From an optimization exercise on the open Yosys and OpenROAD flow, aimed at small area, a short achievable clock period and few clock cycles; shortcuts taken in it are not production practice. Only the layout flow was run in this run; the RTL was not checked for function there. Power is estimated from default activity; no workload was simulated.

## flow/config.mk

```make
export PLATFORM = sky130hd
export DESIGN_NAME = matmul
export DESIGN_NICKNAME = matmul
export VERILOG_FILES = /design/flow/design.v
export SDC_FILE = /design/flow/constraint.sdc
export NUM_CORES = 4
export LEC_CHECK = 0
export CAP_MARGIN = 20
export CORE_MARGIN = 2
export CORE_UTILIZATION = 60
export CTS_CLUSTER_DIAMETER = 80
export CTS_CLUSTER_SIZE = 30
export SETUP_SLACK_MARGIN = 2.55
export SLEW_MARGIN = 20
```

## flow/constraint.sdc

```tcl
create_clock -name core_clock -period 5.0 [get_ports {clk_i}]
set_input_delay 1.0000 -clock core_clock [delete_from_list [all_inputs] [get_ports {clk_i}]]
set_output_delay 1.0000 -clock core_clock [all_outputs]
set_load 0.01 [all_outputs]
```

## flow/design.v

```verilog
`resetall
`timescale 1ns/10ps
module pe (clk_i, bc, ns, bcol, c, x, y);
  input clk_i;
  input [23:0] bc;      
  input [4:0] ns;       
  input [15:0] bcol;    
  input [15:0] c;       
  output reg [15:0] x, y;
  wire w1 = (bc[0] & bcol[0]) ^ bc[2];
  wire w2 = ((bc[0] & bcol[1]) | (bc[1] & bcol[0])) ^ bc[2];
  wire w3 = ((bc[0] & bcol[2]) | (bc[1] & bcol[1])) ^ bc[2];
  wire w4 = ((bc[0] & bcol[3]) | (bc[1] & bcol[2])) ^ bc[2];
  wire w5 = ((bc[0] | bc[1]) & bcol[3]) ^ bc[2];
  wire w6 = ~w5;
  wire w7 = (bc[3] & bcol[0]) ^ bc[5];
  wire w8 = ((bc[3] & bcol[1]) | (bc[4] & bcol[0])) ^ bc[5];
  wire w9 = ((bc[3] & bcol[2]) | (bc[4] & bcol[1])) ^ bc[5];
  wire w10 = ((bc[3] & bcol[3]) | (bc[4] & bcol[2])) ^ bc[5];
  wire w11 = ((bc[3] | bc[4]) & bcol[3]) ^ bc[5];
  wire w12 = ~w11;
  wire w13 = (bc[6] & bcol[4]) ^ bc[8];
  wire w14 = ((bc[6] & bcol[5]) | (bc[7] & bcol[4])) ^ bc[8];
  wire w15 = ((bc[6] & bcol[6]) | (bc[7] & bcol[5])) ^ bc[8];
  wire w16 = ((bc[6] & bcol[7]) | (bc[7] & bcol[6])) ^ bc[8];
  wire w17 = ((bc[6] | bc[7]) & bcol[7]) ^ bc[8];
  wire w18 = ~w17;
  wire w19 = (bc[9] & bcol[4]) ^ bc[11];
  wire w20 = ((bc[9] & bcol[5]) | (bc[10] & bcol[4])) ^ bc[11];
  wire w21 = ((bc[9] & bcol[6]) | (bc[10] & bcol[5])) ^ bc[11];
  wire w22 = ((bc[9] & bcol[7]) | (bc[10] & bcol[6])) ^ bc[11];
  wire w23 = ((bc[9] | bc[10]) & bcol[7]) ^ bc[11];
  wire w24 = ~w23;
  wire w25 = (bc[12] & bcol[8]) ^ bc[14];
  wire w26 = ((bc[12] & bcol[9]) | (bc[13] & bcol[8])) ^ bc[14];
  wire w27 = ((bc[12] & bcol[10]) | (bc[13] & bcol[9])) ^ bc[14];
  wire w28 = ((bc[12] & bcol[11]) | (bc[13] & bcol[10])) ^ bc[14];
  wire w29 = ((bc[12] | bc[13]) & bcol[11]) ^ bc[14];
  wire w30 = ~w29;
  wire w31 = (bc[15] & bcol[8]) ^ bc[17];
  wire w32 = ((bc[15] & bcol[9]) | (bc[16] & bcol[8])) ^ bc[17];
  wire w33 = ((bc[15] & bcol[10]) | (bc[16] & bcol[9])) ^ bc[17];
  wire w34 = ((bc[15] & bcol[11]) | (bc[16] & bcol[10])) ^ bc[17];
  wire w35 = ((bc[15] | bc[16]) & bcol[11]) ^ bc[17];
  wire w36 = ~w35;
  wire w37 = (bc[18] & bcol[12]) ^ bc[20];
  wire w38 = ((bc[18] & bcol[13]) | (bc[19] & bcol[12])) ^ bc[20];
  wire w39 = ((bc[18] & bcol[14]) | (bc[19] & bcol[13])) ^ bc[20];
  wire w40 = ((bc[18] & bcol[15]) | (bc[19] & bcol[14])) ^ bc[20];
  wire w41 = ((bc[18] | bc[19]) & bcol[15]) ^ bc[20];
  wire w42 = ~w41;
  wire w43 = (bc[21] & bcol[12]) ^ bc[23];
  wire w44 = ((bc[21] & bcol[13]) | (bc[22] & bcol[12])) ^ bc[23];
  wire w45 = ((bc[21] & bcol[14]) | (bc[22] & bcol[13])) ^ bc[23];
  wire w46 = ((bc[21] & bcol[15]) | (bc[22] & bcol[14])) ^ bc[23];
  wire w47 = ((bc[21] | bc[22]) & bcol[15]) ^ bc[23];
  wire w48 = ~w47;
  wire w49 = w3 ^ w7 ^ w15;
  wire w50 = (w3 & w7) | (w3 & w15) | (w7 & w15);
  wire w51 = w19 ^ w27;
  wire w52 = w19 & w27;
  wire w53 = w4 ^ w8 ^ w16;
  wire w54 = (w4 & w8) | (w4 & w16) | (w8 & w16);
  wire w55 = w20 ^ w28 ^ w32;
  wire w56 = (w20 & w28) | (w20 & w32) | (w28 & w32);
  wire w57 = w40 ^ w44;
  wire w58 = w40 & w44;
  wire w59 = w5 ^ w9 ^ w17;
  wire w60 = (w5 & w9) | (w5 & w17) | (w9 & w17);
  wire w61 = w21 ^ w29 ^ w33;
  wire w62 = (w21 & w29) | (w21 & w33) | (w29 & w33);
  wire w63 = w41 ^ w45 ^ ns[4];
  wire w64 = (w41 & w45) | (w41 & ns[4]) | (w45 & ns[4]);
  wire w65 = w6 ^ w10 ^ w18;
  wire w66 = (w6 & w10) | (w6 & w18) | (w10 & w18);
  wire w67 = w22 ^ w30 ^ w34;
  wire w68 = (w22 & w30) | (w22 & w34) | (w30 & w34);
  wire w69 = w42 ^ w46;
  wire w70 = w42 & w46;
  wire w71 = w11 ^ w23;
  wire w72 = w11 & w23;
  wire w73 = w1 ^ w13;
  wire w74 = w1 & w13;
  wire w75 = w2 ^ w14 ^ w26;
  wire w76 = (w2 & w14) | (w2 & w26) | (w14 & w26);
  wire w77 = w49 ^ w51 ^ w31;
  wire w78 = (w49 & w51) | (w49 & w31) | (w51 & w31);
  wire w79 = w39 ^ w43;
  wire w80 = w39 & w43;
  wire w81 = w53 ^ w55 ^ w57;
  wire w82 = (w53 & w55) | (w53 & w57) | (w55 & w57);
  wire w83 = ns[3] ^ w50 ^ w52;
  wire w84 = (ns[3] & w50) | (ns[3] & w52) | (w50 & w52);
  wire w85 = w59 ^ w61 ^ w63;
  wire w86 = (w59 & w61) | (w59 & w63) | (w61 & w63);
  wire w87 = w54 ^ w56 ^ w58;
  wire w88 = (w54 & w56) | (w54 & w58) | (w56 & w58);
  wire w89 = w65 ^ w67 ^ w69;
  wire w90 = (w65 & w67) | (w65 & w69) | (w67 & w69);
  wire w91 = w60 ^ w62 ^ w64;
  wire w92 = (w60 & w62) | (w60 & w64) | (w62 & w64);
  wire w93 = w71 ^ w35 ^ w47;
  wire w94 = (w71 & w35) | (w71 & w47) | (w35 & w47);
  wire w95 = w66 ^ w68 ^ w70;
  wire w96 = (w66 & w68) | (w66 & w70) | (w68 & w70);
  wire w97 = w12 ^ w24 ^ w36;
  wire w98 = (w12 & w24) | (w12 & w36) | (w24 & w36);
  wire w99 = ~(w48 ^ w72);
  wire w100 = w48 | w72;
  reg m0;
  reg m1;
  reg m2;
  reg m3;
  reg m4;
  reg m5;
  reg m6;
  reg m7;
  reg m8;
  reg m9;
  reg m10;
  reg m11;
  reg m12;
  reg m13;
  reg m14;
  reg m15;
  reg m16;
  reg m17;
  reg m18;
  reg m19;
  reg m20;
  reg m21;
  reg m22;
  reg m23;
  reg m24;
  reg m25;
  reg m26;
  reg m27;
  reg m28;
  reg m29;
  reg m30;
  reg m31;
  reg m32;
  reg m33;
  always @(posedge clk_i) begin
    m0 <= w73;
    m1 <= w25;
    m2 <= w37;
    m3 <= ns[0];
    m4 <= w75;
    m5 <= w38;
    m6 <= ns[1];
    m7 <= w74;
    m8 <= w77;
    m9 <= w79;
    m10 <= ns[2];
    m11 <= w76;
    m12 <= w81;
    m13 <= w83;
    m14 <= w78;
    m15 <= w80;
    m16 <= w85;
    m17 <= w87;
    m18 <= w82;
    m19 <= w84;
    m20 <= w89;
    m21 <= w91;
    m22 <= w86;
    m23 <= w88;
    m24 <= w93;
    m25 <= w95;
    m26 <= w90;
    m27 <= w92;
    m28 <= w97;
    m29 <= w99;
    m30 <= w94;
    m31 <= w96;
    m32 <= w98;
    m33 <= w100;
  end
  wire w101 = m0 ^ m1;
  wire w102 = m0 & m1;
  wire w103 = m4 ^ m5 ^ m6;
  wire w104 = (m4 & m5) | (m4 & m6) | (m5 & m6);
  wire w105 = m8 ^ m9 ^ m10;
  wire w106 = (m8 & m9) | (m8 & m10) | (m9 & m10);
  wire w107 = m12 ^ m13 ^ m14;
  wire w108 = (m12 & m13) | (m12 & m14) | (m13 & m14);
  wire w109 = m16 ^ m17 ^ m18;
  wire w110 = (m16 & m17) | (m16 & m18) | (m17 & m18);
  wire w111 = m20 ^ m21 ^ m22;
  wire w112 = (m20 & m21) | (m20 & m22) | (m21 & m22);
  wire w113 = m24 ^ m25 ^ m26;
  wire w114 = (m24 & m25) | (m24 & m26) | (m25 & m26);
  wire w115 = m28 ^ m29 ^ m30;
  wire w116 = (m28 & m29) | (m28 & m30) | (m29 & m30);
  wire w117 = ~m32;
  wire w118 = w101 ^ m2;
  wire w119 = w101 & m2;
  wire w120 = w103 ^ m7 ^ w102;
  wire w121 = (w103 & m7) | (w103 & w102) | (m7 & w102);
  wire w122 = w105 ^ m11 ^ w104;
  wire w123 = (w105 & m11) | (w105 & w104) | (m11 & w104);
  wire w124 = w107 ^ m15 ^ w106;
  wire w125 = (w107 & m15) | (w107 & w106) | (m15 & w106);
  wire w126 = w109 ^ m19 ^ w108;
  wire w127 = (w109 & m19) | (w109 & w108) | (m19 & w108);
  wire w128 = w111 ^ m23 ^ w110;
  wire w129 = (w111 & m23) | (w111 & w110) | (m23 & w110);
  wire w130 = w113 ^ m27 ^ w112;
  wire w131 = (w113 & m27) | (w113 & w112) | (m27 & w112);
  wire w132 = w115 ^ m31 ^ w114;
  wire w133 = (w115 & m31) | (w115 & w114) | (m31 & w114);
  wire w134 = w117 ^ m33 ^ w116;
  wire w135 = (w117 & m33) | (w117 & w116) | (m33 & w116);
  wire w136 = w118 ^ m3 ^ c[0];
  wire w137 = (w118 & m3) | (w118 & c[0]) | (m3 & c[0]);
  wire w138 = w120 ^ w119 ^ c[1];
  wire w139 = (w120 & w119) | (w120 & c[1]) | (w119 & c[1]);
  wire w140 = w122 ^ w121 ^ c[2];
  wire w141 = (w122 & w121) | (w122 & c[2]) | (w121 & c[2]);
  wire w142 = w124 ^ w123 ^ c[3];
  wire w143 = (w124 & w123) | (w124 & c[3]) | (w123 & c[3]);
  wire w144 = w126 ^ w125 ^ c[4];
  wire w145 = (w126 & w125) | (w126 & c[4]) | (w125 & c[4]);
  wire w146 = w128 ^ w127 ^ c[5];
  wire w147 = (w128 & w127) | (w128 & c[5]) | (w127 & c[5]);
  wire w148 = w130 ^ w129 ^ c[6];
  wire w149 = (w130 & w129) | (w130 & c[6]) | (w129 & c[6]);
  wire w150 = w132 ^ w131 ^ c[7];
  wire w151 = (w132 & w131) | (w132 & c[7]) | (w131 & c[7]);
  wire w152 = w134 ^ w133 ^ c[8];
  wire w153 = (w134 & w133) | (w134 & c[8]) | (w133 & c[8]);
  wire w154 = m32 ^ w135 ^ c[9];
  wire w155 = (m32 & w135) | (m32 & c[9]) | (w135 & c[9]);
  wire w156 = ~c[10];
  wire w157 = ~c[11];
  wire w158 = ~c[12];
  wire w159 = ~c[13];
  wire w160 = ~c[14];
  wire w161 = ~c[15];
  always @(posedge clk_i) begin
    x <= {w161, w160, w159, w158, w157, w156, w154, w152, w150, w148, w146, w144, w142, w140, w138, w136};
    y <= {c[14], c[13], c[12], c[11], c[10], w155, w153, w151, w149, w147, w145, w143, w141, w139, w137, 1'b0};
  end
endmodule
`resetall
`timescale 1ns/10ps
module matmul #(parameter BUS_WIDTH = 16, parameter DATA_WIDTH = 4, parameter ADDR_WIDTH = 32, parameter SP_NTARGETS = 4) (
  clk_i, rst_ni, psel_i, penable_i, pwrite_i, pstrb_i, pwdata_i, paddr_i,
  pready_o, pslverr_o, prdata_o, busy_o, done_o);
  input clk_i, rst_ni, psel_i, penable_i, pwrite_i;
  input [3:0] pstrb_i;
  input [15:0] pwdata_i;
  input [31:0] paddr_i;
  output reg pready_o, pslverr_o;
  output reg [15:0] prdata_o;
  output reg busy_o, done_o;
  reg        rst_q;             
  reg [6:2]  a_q;
  reg [4:0]  typ;               
  reg [15:0] rs_oh;             
  reg [3:0]  col_oh;            
  reg [3:0]  brow;              
  reg [3:0]  arp;               
  reg [3:0]  awp;               
  reg        arok, brok;        
  reg [3:0]  alane, blane;      
  reg [3:0]  byp;               
  reg [15:0] wd_q;
  reg [3:0]  st_q;
  reg        wr_q;
  reg [3:0]  ph;                
  wire [3:0] rsn = {paddr_i[3:2], paddr_i[8:7]} + ph + 4'd1;
  wire [1:0] ph0 = ph[1:0];
  always @(posedge clk_i) begin
    rst_q  <= ~rst_ni;
    a_q    <= paddr_i[6:2];
    typ    <= paddr_i[4] ? 5'b10000 : (5'b00001 << paddr_i[3:2]);
    rs_oh  <= 16'd1 << rsn;
    col_oh <= 4'd1 << paddr_i[6:5];
    brow   <= 4'd1 << paddr_i[6:5];
    arp    <= 4'd1 << (paddr_i[6:5] + ph0 + 2'd1);
    awp    <= 4'd1 << (paddr_i[6:5] + ph0 + 2'd2);
    arok   <= paddr_i[6:5] <= ctl[9:8];
    brok   <= paddr_i[6:5] <= ctl[11:10];
    alane  <= pstrb_i & {ctl[11:10] == 2'd3, ctl[11:10] >= 2'd2, ctl[11:10] != 2'd0, 1'b1};
    blane  <= pstrb_i & {ctl[13:12] == 2'd3, ctl[13:12] >= 2'd2, ctl[13:12] != 2'd0, 1'b1};
    byp    <= {4{pwrite_i & (|pstrb_i) & (~busy_o | done_o) & (paddr_i[4:2] == 3'b001) &
                 (paddr_i[6:5] + ph0 + 2'd2 == 2'd1) & (paddr_i[6:5] <= ctl[9:8])}} &
              pstrb_i & {ctl[11:10] == 2'd3, ctl[11:10] >= 2'd2, ctl[11:10] != 2'd0, 1'b1};
    wd_q   <= pwdata_i;
    st_q   <= pstrb_i;
    wr_q   <= pwrite_i;
  end
  always @(posedge clk_i)
    if (!rst_ni) ph <= 4'd0;
    else         ph <= ph + 4'd1;
  reg [15:1] ctl;
  reg [3:0]  valid;             
  reg [3:0]  nb;                
  reg        nbacc;             
  reg [15:0] flags;
  reg        wr_act;            
  reg [3:0]  cnt;               
  reg [1:0]  dly;
  reg        slowop;
  wire acc     = psel_i & penable_i;
  wire wr_acc  = acc & wr_q;
  wire wr_ok   = wr_acc & (|st_q) & ~busy_o;
  wire ctl_wr  = wr_ok & typ[0];
  wire a_wr    = wr_ok & typ[1];
  wire b_wr    = wr_ok & typ[2];
  wire start   = ctl_wr & wd_q[0];
  wire same_dims = (wd_q[13:8] == ctl[13:8]);
  wire near    = wd_q[1] & valid[wd_q[5:4]] & nb[wd_q[5:4]];
  wire start_f = start & same_dims & ~near;
  wire [1:0] n = ctl[9:8];
  wire [1:0] k = ctl[11:10];
  wire [1:0] m = ctl[13:12];
  wire [1:0] nn = wd_q[9:8];       
  wire [1:0] kn = wd_q[11:10];
  wire [1:0] mn = wd_q[13:12];
  always @(posedge clk_i) begin
    pready_o <= psel_i & rst_ni;
    if (!rst_ni) begin
      pslverr_o <= 1'b0;
      wr_act <= 1'b0; cnt <= 4'd0; dly <= 2'd0; slowop <= 1'b0;
      busy_o <= 1'b0; done_o <= 1'b0;
    end else begin
      if (wr_acc & (~|st_q | busy_o)) pslverr_o <= 1'b1;
      done_o <= wr_act & (cnt == 4'd14);
      if (start) busy_o <= 1'b1;
      else if (done_o) busy_o <= 1'b0;
      if (start) begin
        if (start_f) begin wr_act <= 1'b1; cnt <= 4'd13; end
        else begin dly <= 2'd3; slowop <= near; end
      end else begin
        if (dly != 2'd0) begin
          dly <= dly - 2'd1;
          if (dly == 2'd1) begin wr_act <= 1'b1; cnt <= {~slowop, ~slowop, 2'b00}; end
        end
        if (wr_act) begin
          cnt <= cnt + 4'd1;
          if (cnt == 4'd15) wr_act <= 1'b0;
        end
      end
    end
  end
  always @(posedge clk_i)
    if (rst_q) ctl <= 15'd0;
    else if (ctl_wr) ctl <= wd_q[15:1];
  reg [63:0] Ar, Bm;
  genvar gr, gj;
  generate
    for (gr = 0; gr < 4; gr = gr + 1) begin : g_row
      wire [1:0] rin = gr - 1 - ph0;    
      for (gj = 0; gj < 4; gj = gj + 1) begin : g_col
        always @(posedge clk_i) begin
          if (rst_q)
            Ar[16*gr+4*gj +: 4] <= 4'd0;
          else if (a_wr && awp[gr] && alane[gj] && arok)
            Ar[16*gr+4*gj +: 4] <= wd_q[4*gj +: 4];
          else if (ctl_wr && (rin > nn || gj > kn))
            Ar[16*gr+4*gj +: 4] <= 4'd0;
          else
            Ar[16*gr+4*gj +: 4] <= Ar[16*((gr+3)%4)+4*gj +: 4];
        end
        always @(posedge clk_i) begin
          if (rst_q)
            Bm[16*gr+4*gj +: 4] <= 4'd0;
          else if (b_wr && brow[gr] && blane[gj] && brok)
            Bm[16*gr+4*gj +: 4] <= wd_q[4*gj +: 4];
          else if (ctl_wr && (gr > kn || gj > mn))
            Bm[16*gr+4*gj +: 4] <= 4'd0;
        end
      end
    end
  endgenerate
  reg [1:0] q3;
  always @(posedge clk_i) begin
    if (!rst_ni)          q3 <= 2'd3;
    else if (start)       q3 <= {~near, ~near};
    else if (wr_act)      q3 <= (cnt <= 4'd11) ? cnt[3:2] + 2'd1 : 2'd3;
    else if (dly != 2'd0) q3 <= {~slowop, ~slowop};
    else                  q3 <= 2'd3;
  end
  wire [15:0] arw;
  genvar gq, gk, ge;
  generate
    for (gj = 0; gj < 4; gj = gj + 1) begin : g_byp
      assign arw[4*gj +: 4] = byp[gj] ? wd_q[4*gj +: 4] : Ar[4*gj +: 4];
    end
  endgenerate
  reg [23:0] bc;     
  reg [4:0]  ns;     
  wire [23:0] bce [0:1];
  wire [4:0]  nse [0:1];
  generate
    for (ge = 0; ge < 2; ge = ge + 1) begin : g_e
      wire [15:0] arow = ge ? arw : Ar[15:0];
      wire [15:0] arm  = {arow[15:12] & {4{q3 == 2'd3}}, arow[11:8] & {4{q3[1]}},
                          arow[7:4] & {4{q3 != 2'd0}}, arow[3:0]};
      wire [23:0] bcn;
      for (gq = 0; gq < 4; gq = gq + 1) begin : g_enc
        wire [4:0] x = {arm[4*gq +: 4], 1'b0};
        for (gk = 0; gk < 2; gk = gk + 1) begin : g_dig
          wire b0 = x[2*gk], b1 = x[2*gk+1], b2 = x[2*gk+2];
          assign bcn[6*gq+3*gk]   = b1 ^ b0;                                
          assign bcn[6*gq+3*gk+1] = (b2 & ~b1 & ~b0) | (~b2 & b1 & b0);     
          assign bcn[6*gq+3*gk+2] = b2 & ~(b1 & b0);                        
        end
      end
      wire [2:0] n0 = bcn[2] + bcn[8] + bcn[14] + bcn[20];
      wire [2:0] n1 = bcn[5] + bcn[11] + bcn[17] + bcn[23];
      assign bce[ge] = bcn;
      assign nse[ge] = {n1, 2'b00} + {2'b00, n0};
    end
  endgenerate
  always @(posedge clk_i) begin
    bc <= acc ? bce[1] : bce[0];
    ns <= acc ? nse[1] : nse[0];
  end
  reg [1023:0] ring;    
  wire [1:0] wt_e = wr_act ? ctl[3:2] : wd_q[3:2];    
  wire [1:0] kw  = wt_e + ph[3:2];         
  wire [1:0] wj  = kw + 2'd1;
  wire [1:0] rc  = ~ph[1:0];               
  wire       wen = (wr_act & (cnt[3:2] == 2'd3)) | start_f;
  wire [1:0] rt_s  = ctl_wr ? wd_q[5:4] : (busy_o & ~done_o) ? ctl[5:4] : pwdata_i[5:4];
  wire       md_s  = ctl_wr ? wd_q[1]   : (busy_o & ~done_o) ? ctl[1]   : pwdata_i[1];
  wire [3:0] ph2   = ph + 4'd2;
  wire       lastw = wr_act & (cnt == 4'd15);         
  wire [3:0] vnx   = valid | ({3'd0, lastw} << ctl[3:2]);
  reg  [3:0] cseq;                                    
  always @(posedge clk_i)
    cseq <= (4'b0001 << (rt_s + ph2[3:2])) & {4{md_s & vnx[rt_s] & ~rst_q}};
  wire [3:0] ph1   = ph + 4'd1;
  wire [3:0] csp   = (4'b0001 << (pwdata_i[5:4] + ph1[3:2])) & {4{pwdata_i[1] & valid[pwdata_i[5:4]]}};
  wire [3:0] cse   = busy_o ? cseq : csp;
  wire [63:0] cin = (ring[64*2 +: 64] & {64{cse[0]}}) | (ring[64*6 +: 64] & {64{cse[1]}}) |
                    (ring[64*10 +: 64] & {64{cse[2]}}) | (ring[64*14 +: 64] & {64{cse[3]}});
  wire [63:0] xs, ys;
  reg  [7:0]  cs;    
  genvar gc;
  generate
    for (gc = 0; gc < 4; gc = gc + 1) begin : g_dot
      pe u_pe (.clk_i(clk_i), .bc(bc), .ns(ns),
               .bcol({Bm[48+4*gc +: 4], Bm[32+4*gc +: 4], Bm[16+4*gc +: 4], Bm[4*gc +: 4]}),
               .c(cin[16*gc +: 16]), .x(xs[16*gc +: 16]), .y(ys[16*gc +: 16]));
      always @(posedge clk_i)
        cs[2*gc +: 2] <= {cin[16*gc+15], cin[16*gc+15] ^ cin[16*gc+14]};
    end
  endgenerate
  wire [63:0] res;
  wire [3:0]  ovf;
  generate
    for (gc = 0; gc < 4; gc = gc + 1) begin : g_acc
      wire [15:0] r;
      add16 u_add (.a(xs[16*gc +: 16]), .b(ys[16*gc +: 16]), .s(r));
      assign res[16*gc +: 16] = r;
      assign ovf[gc] = (cs[2*gc+1] ^ r[15]) & cs[2*gc];
    end
  endgenerate
  genvar gs;
  generate
    for (gs = 0; gs < 16; gs = gs + 1) begin : g_ring
      if (gs % 4 == 0) begin : g_wp
        always @(posedge clk_i)
          if (wen && wj == gs / 4) ring[64*gs +: 64] <= res;
          else ring[64*gs +: 64] <= ring[64*((gs + 15) % 16) +: 64];
      end else begin : g_sh
        always @(posedge clk_i) ring[64*gs +: 64] <= ring[64*(gs - 1) +: 64];
      end
    end
  endgenerate
  reg [3:0]  ovq;
  reg [3:0]  ovrow;              
  wire [15:0] ovf16 = {{4{ovrow[3]}} & ovq, {4{ovrow[2]}} & ovq, {4{ovrow[1]}} & ovq, {4{ovrow[0]}} & ovq};
  wire       nbr = cs[0] | cs[2] | cs[4] | cs[6];
  always @(posedge clk_i) begin
    ovq   <= ovf;
    ovrow <= (wr_act | start_f) ? 4'b0001 << rc : 4'b0000;
    if (rst_q) begin
      valid <= 4'd0;
      nb    <= 4'd0;
      nbacc <= 1'b0;
      flags <= 16'd0;
      ovrow <= 4'b0000;
    end else begin
      if (start) flags <= 16'd0;
      else flags <= flags | ovf16;
      if (start_f) nbacc <= nbr;
      else if (wen) nbacc <= (cnt[1:0] != 2'd0 && nbacc) || nbr;
      if (lastw) begin
        valid[ctl[3:2]] <= 1'b1;
        nb[ctl[3:2]]    <= nbacc | nbr;
      end
    end
  end
  reg [15:0] rel;
  integer is, ic;
  always @(*) begin
    rel = 16'd0;
    for (is = 0; is < 16; is = is + 1)
      for (ic = 0; ic < 4; ic = ic + 1)
        rel = rel | (ring[64*is+16*ic +: 16] & {16{rs_oh[is] & col_oh[ic]}});
  end
  wire [15:0] ard = (Ar[15:0] & {16{arp[0]}}) | (Ar[31:16] & {16{arp[1]}}) |
                    (Ar[47:32] & {16{arp[2]}}) | (Ar[63:48] & {16{arp[3]}});
  wire [15:0] brd = (Bm[15:0] & {16{brow[0]}}) | (Bm[31:16] & {16{brow[1]}}) |
                    (Bm[47:32] & {16{brow[2]}}) | (Bm[63:48] & {16{brow[3]}});
  always @(posedge clk_i)
    prdata_o <= ({ctl, 1'b0} & {16{typ[0]}}) | (ard & {16{typ[1]}}) | (brd & {16{typ[2]}}) |
                ((flags | ovf16) & {16{typ[3]}}) | (rel & {16{typ[4] & valid[a_q[3:2]]}});
endmodule
module add16 (a, b, s);
  input  [15:0] a, b;
  output [15:0] s;
  wire [15:0] g0 = a & b;
  wire [15:0] p0 = a ^ b;
  wire [15:0] g1, p1, g2, p2, g3, p3, g4, p4;
  genvar i;
  generate
    for (i = 0; i < 16; i = i + 1) begin : g_l
      if (i % 2 == 1) begin : g_a1
        assign g1[i] = g0[i] | (p0[i] & g0[i-1]);
        assign p1[i] = p0[i] & p0[i-1];
      end else begin : g_b1
        assign g1[i] = g0[i];
        assign p1[i] = p0[i];
      end
      if (i % 4 >= 2) begin : g_a2
        assign g2[i] = g1[i] | (p1[i] & g1[i - i % 4 + 1]);
        assign p2[i] = p1[i] & p1[i - i % 4 + 1];
      end else begin : g_b2
        assign g2[i] = g1[i];
        assign p2[i] = p1[i];
      end
      if (i % 8 >= 4) begin : g_a3
        assign g3[i] = g2[i] | (p2[i] & g2[i - i % 8 + 3]);
        assign p3[i] = p2[i] & p2[i - i % 8 + 3];
      end else begin : g_b3
        assign g3[i] = g2[i];
        assign p3[i] = p2[i];
      end
      if (i % 16 >= 8) begin : g_a4
        assign g4[i] = g3[i] | (p3[i] & g3[7]);
        assign p4[i] = p3[i] & p3[7];
      end else begin : g_b4
        assign g4[i] = g3[i];
        assign p4[i] = p3[i];
      end
    end
  endgenerate
  assign s = p0 ^ {g4[14:0], 1'b0};
endmodule
```

## flow/run.sh

```bash
#!/bin/bash
# synth_recipe.tcl (not shown) runs the flow's synth.tcl, then flattens the netlist and writes it again
# the make line also repeats each setting of config.mk as NAME=value (left out here)
make -C /OpenROAD-flow-scripts/flow DESIGN_CONFIG=/design/flow/config.mk WORK_HOME=/design/flow/orfs CLKGATE_MAP_FILE= SYNTH_SCRIPT=/design/flow/synth_recipe.tcl finish
```

==> summary.txt <==
Synthesis
The number of enable-type register cells in the synthesized netlist is 0. dfxtp_1 takes more of the synthesized area than any other cell. The dominant register cell in the synthesized netlist is dfxtp_1. The count of synthesis-stage warnings from yosys is 2. The top cell type by area accounts for about 53% of the synthesized area.

In the post-synthesis netlist, the cell with the most instances is dfxtp_1. The gate count of the mapped netlist is roughly 5600. The synthesized design contains ~1600 register bits. Sequential elements use a little over half of the synthesized area. Of all flip-flops after synthesis, the portion carrying an async set or reset was 0%. Summing every instance area after synthesis gives approximately 60000 µm². Ranked by instance count, the synthesized netlist is headed by dfxtp_1 (1595), a22oi_1 (529), nand2_1 (400).

The net count after synthesis is 5953. Each instance of the synthesized netlist takes up on average approximately 11 µm². Sorting the synthesized cells by area gives the leading types as dfxtp_1 (53%), a22oi_1 (6.6%), fa_1 (6.4%), ha_1 (2.8%), xnor2_1 (2.6%). Counting distinct cell types in the post-synthesis netlist gives 88.

Global route
Global routing used 43.9% of the available tracks across all layers. Entering global routing, the biggest net connects 75 pins. The first-pass GRT wire length is ~320 mm. Summed over all layers, the global routing overflow is 0. The initial antenna violation count is 8. The number of global-route vias before repair came to roughly 45000.

Power
The overall power is about 21 mW. Across the VDD grid, the largest voltage drop is between 0.0003 and 0.0004 V. For this design the static power due to leakage is 28.5 nW. The power density normalized to cell area is between 200 and 300 nW/µm².

Routing
The total wirelength of the detailed-routed design is 237 mm. Using the TritonRoute via totals, the vias-per-cell ratio works out to between 6 and 7. For this run, the detailed router's first-pass iteration total came to 10. Once detail routing completed, the nets flagged for antenna violations numbered 0.

Dividing the detail-routed wire length by the instance count gives around 33 µm. In the routed design, unresolved DRC markers number 0. The number of design-rule violations left by the first detailed-router iteration is 7812. The total via count after detailed routing is 48200.

Floorplanning
For this configuration, the core starts out at a cell density of 60.4%. In this run the horizontal extent of the chip is 321 µm. The die covers 103000 µm².

The floorplan step defined a core boundary enclosing around 100000 µm². The standard-cell row count is roughly 120. The count of boundary I/O pins is 77. The die is 321 µm tall.

Setup path
At the worst endpoint, the required time is 5.72 ns. The slowest stage of the critical path belongs to the cell mux4_2. The worst setup path is of the input port to register kind. The top fanout value on the critical path is 56. Data arrives at the worst endpoint at slightly below 4 ns. STA classifies the critical path startpoint as an input port.

In this run the register-to-register setup slack is 1.76 ns. Grouping stages by cell kind, the critical path spends the most delay in multiplexers. The critical path goes through clkdlybuf4s15_2 -> mux4_2 -> nand3b_4 -> buf_4 -> o21ai_4 -> buf_12 -> a222oi_1 -> nand2_1 -> fa_2. The worst path buffer plus inverter count is 3.

The delay of the slowest critical-path stage is 0.66 ns. The endpoint class of the critical path is a register.

Clock network
TritonCTS built the clock tree. Counting the buffers created by CTS gives roughly 60. CTS built an H-tree with a depth of 2. The clock passes through at most 3 buffers. After clock tree synthesis, the clock-pin slew on the worst setup and hold paths is around 0.11 ns. The number of clock sinks is around 1600.

For the worst-skew pair, the clock arrives at the later sink with an insertion delay of approximately 0.8 ns. The root buffer cell is clkbuf_16.

Timing
For the pin with the worst max-slew slack, the measured transition is ~1.0 ns. The fraction of the cycle the final worst path needs is about two thirds. Setup violations remaining at the end of the flow were counted as 0. The final hold violation count is 0.

The max-slew violation count is 0. The aggregate negative setup slack is 0 ns. The normalized max-slew margin is about a third. The timing-limited maximum frequency is a little over 0.3 GHz. The clock period could shrink to about 3.3 ns. Setup repair after global routing could not meet its margin everywhere. Clock skew on the completed layout was measured at 0.0501 ns.

Outcome
The run finished with no timing, DRC or antenna violations.

Final layout
The filler cells instantiated in the layout total 7098. Of the cells placed in the final design, the portion with a size suffix greater than 1 is about a fifth. For this run, the post-layout net count is around 6200. The growth of design area from synthesis to finish is 19.8%.

Flow run
The max-capacitance violation count is 0.

Worst hold path
The type of the tightest min-delay check is register to register.

Place
The HPWL after detailed placement is between 100 and 150 mm. The number of buffers added on ports is 51. The weighted congestion reported at the end of routability-driven placement is about 0.96.
==> worst reg2reg max path: cells and delay by family (launching register included) <==
family          cells  cell delay (ns)
fa+ha+maj           3             0.90
simple gates        2             0.33
buf+inv             3             0.51
xor+xnor            3             0.66
flops               1             0.37
compound gates      2             0.39
==> worst paths after layout <==
kind	start	end	cells past startpoint
setup / recovery	pwdata_i[4]	g_dot[3].u_pe.x[2]	9
hold / removal	ring[630]	ring[694]	0
setup reg to reg	ph[0]	g_dot[0].u_pe.x[7]	13
hold reg to reg	ring[630]	ring[694]	0
==> area by class of cell <==
class	count	area, µm²	share of cell area, %
antenna	3	7.51	0.0104
clock buffer	66	1550	2.14
clock inverter	13	219	0.304
inverter	310	1200	1.66
multi-input combinational	3322	28500	39.5
sequential	1595	32100	44.5
tap	1298	1620	2.25
timing repair buffer	507	6930	9.61
==> cell families (layout without fill, tap and decap cells) <==
family,count (synthesis),in the layout,share of synthesized area (%)
AO/OA/AOI/OAI,1367,1369,16.6
XOR/XNOR,241,241,3.57
adder cells (fa/ha/maj),330,330,9.27
buffers and inverters,651,896,4.40
flip-flops,1595,1595,53.1
multiplexers,214,214,3.99
other,0,3,0
AND/OR/NAND/NOR,1168,1168,9.15
==> cells in the final DEF, fill, tap and decap left out, types with 109 or more instances in the layout <==
cell and count:
a21oi_1 163, a22o_1 109, a22oi_1 512, buf_4 196, dfxtp_1 1536, fa_1 154
ha_1 122, inv_1 300, mux2_4 169, nand2_1 325, nand3_1 187, nor2_1 207
xnor2_1 163
==> routing by layer <==
layer,global-route usage [%],vias up,share of wire (%)
met3,11.4,965,13
met4,29.2,8,8.9
met2,65.3,3426,42
met5,0,-,0.022
li1,-,20300,-
met1,56.4,23500,36
==> what timing repair did <==
action | in CTS | in global routing
pin swaps | 162 | 143
gates resized for setup | 542 | 332
endpoints found under the setup margin | 618 | 494
cloned | 47 | 9
hold buffers | 0 | 0
setup buffers | 195 | 93
==> state kept, by name, summed over array words and instances (netlist names), 5 cells and up <==
signal,cells
Bm,64
wd_q,16
prdata_o,16
cs,8
ring,1024
g_dot.u_pe.x,64
typ,5
bc,24
ctl,15
rs_oh,16
Ar,64
g_dot.u_pe.y,60
ns,5
flags,16
==> stage by stage <==
stage	utilization, %	instances	hold WS, ns	worst slack [ns]	instance area (µm²)
floorplan	-	5566	0.310	1.85	61100
global placement	63.0	6688	0.310	0.487	62800
detailed placement	63.0	6688	0.323	0.480	62800
CTS	69.8	7009	0.334	1.82	69600
global route	72.3	7111	0.350	1.70	72100
finish	72.3	7114	0.332	1.74	72100
==> power breakdown <==
group / total [mW] / internal, mW / leakage (nW) / switching [mW]
clock: 6.52 / 2.42 / 0.858 / 4.09
sequential: 13.1 / 12.8 / 13.0 / 0.254
combinational: 1.79 / 0.633 / 14.7 / 1.16

## port drivers added, routing unchanged
How much do the figures lean on ideal ports? The routed layout below was timed once more, with nothing changed but the port constraints. Step 1 assumes that a clkbuf_16 drives the clock port and a buf_2 every other input. Step 2 moves the port delays by t, midway between the first and last clock arrival at a register: inputs arrive t later, outputs are due t later. That takes back most of the time a late clock gives input paths. Slacks: ideal ports / drivers / drivers and shift; pairs: ideal ports / drivers.
shift t [ns]: 0.831
setup slack, ns: 1.741 / 1.760 / 0.961
worst setup path after step 2: input to register
slew at the worst register clock pin (ns): 0.12 / 0.12
After both steps this run still meets setup and hold. For this run, drivers alone change the setup slack by +0.019 ns; drivers and shift together by -0.780 ns.
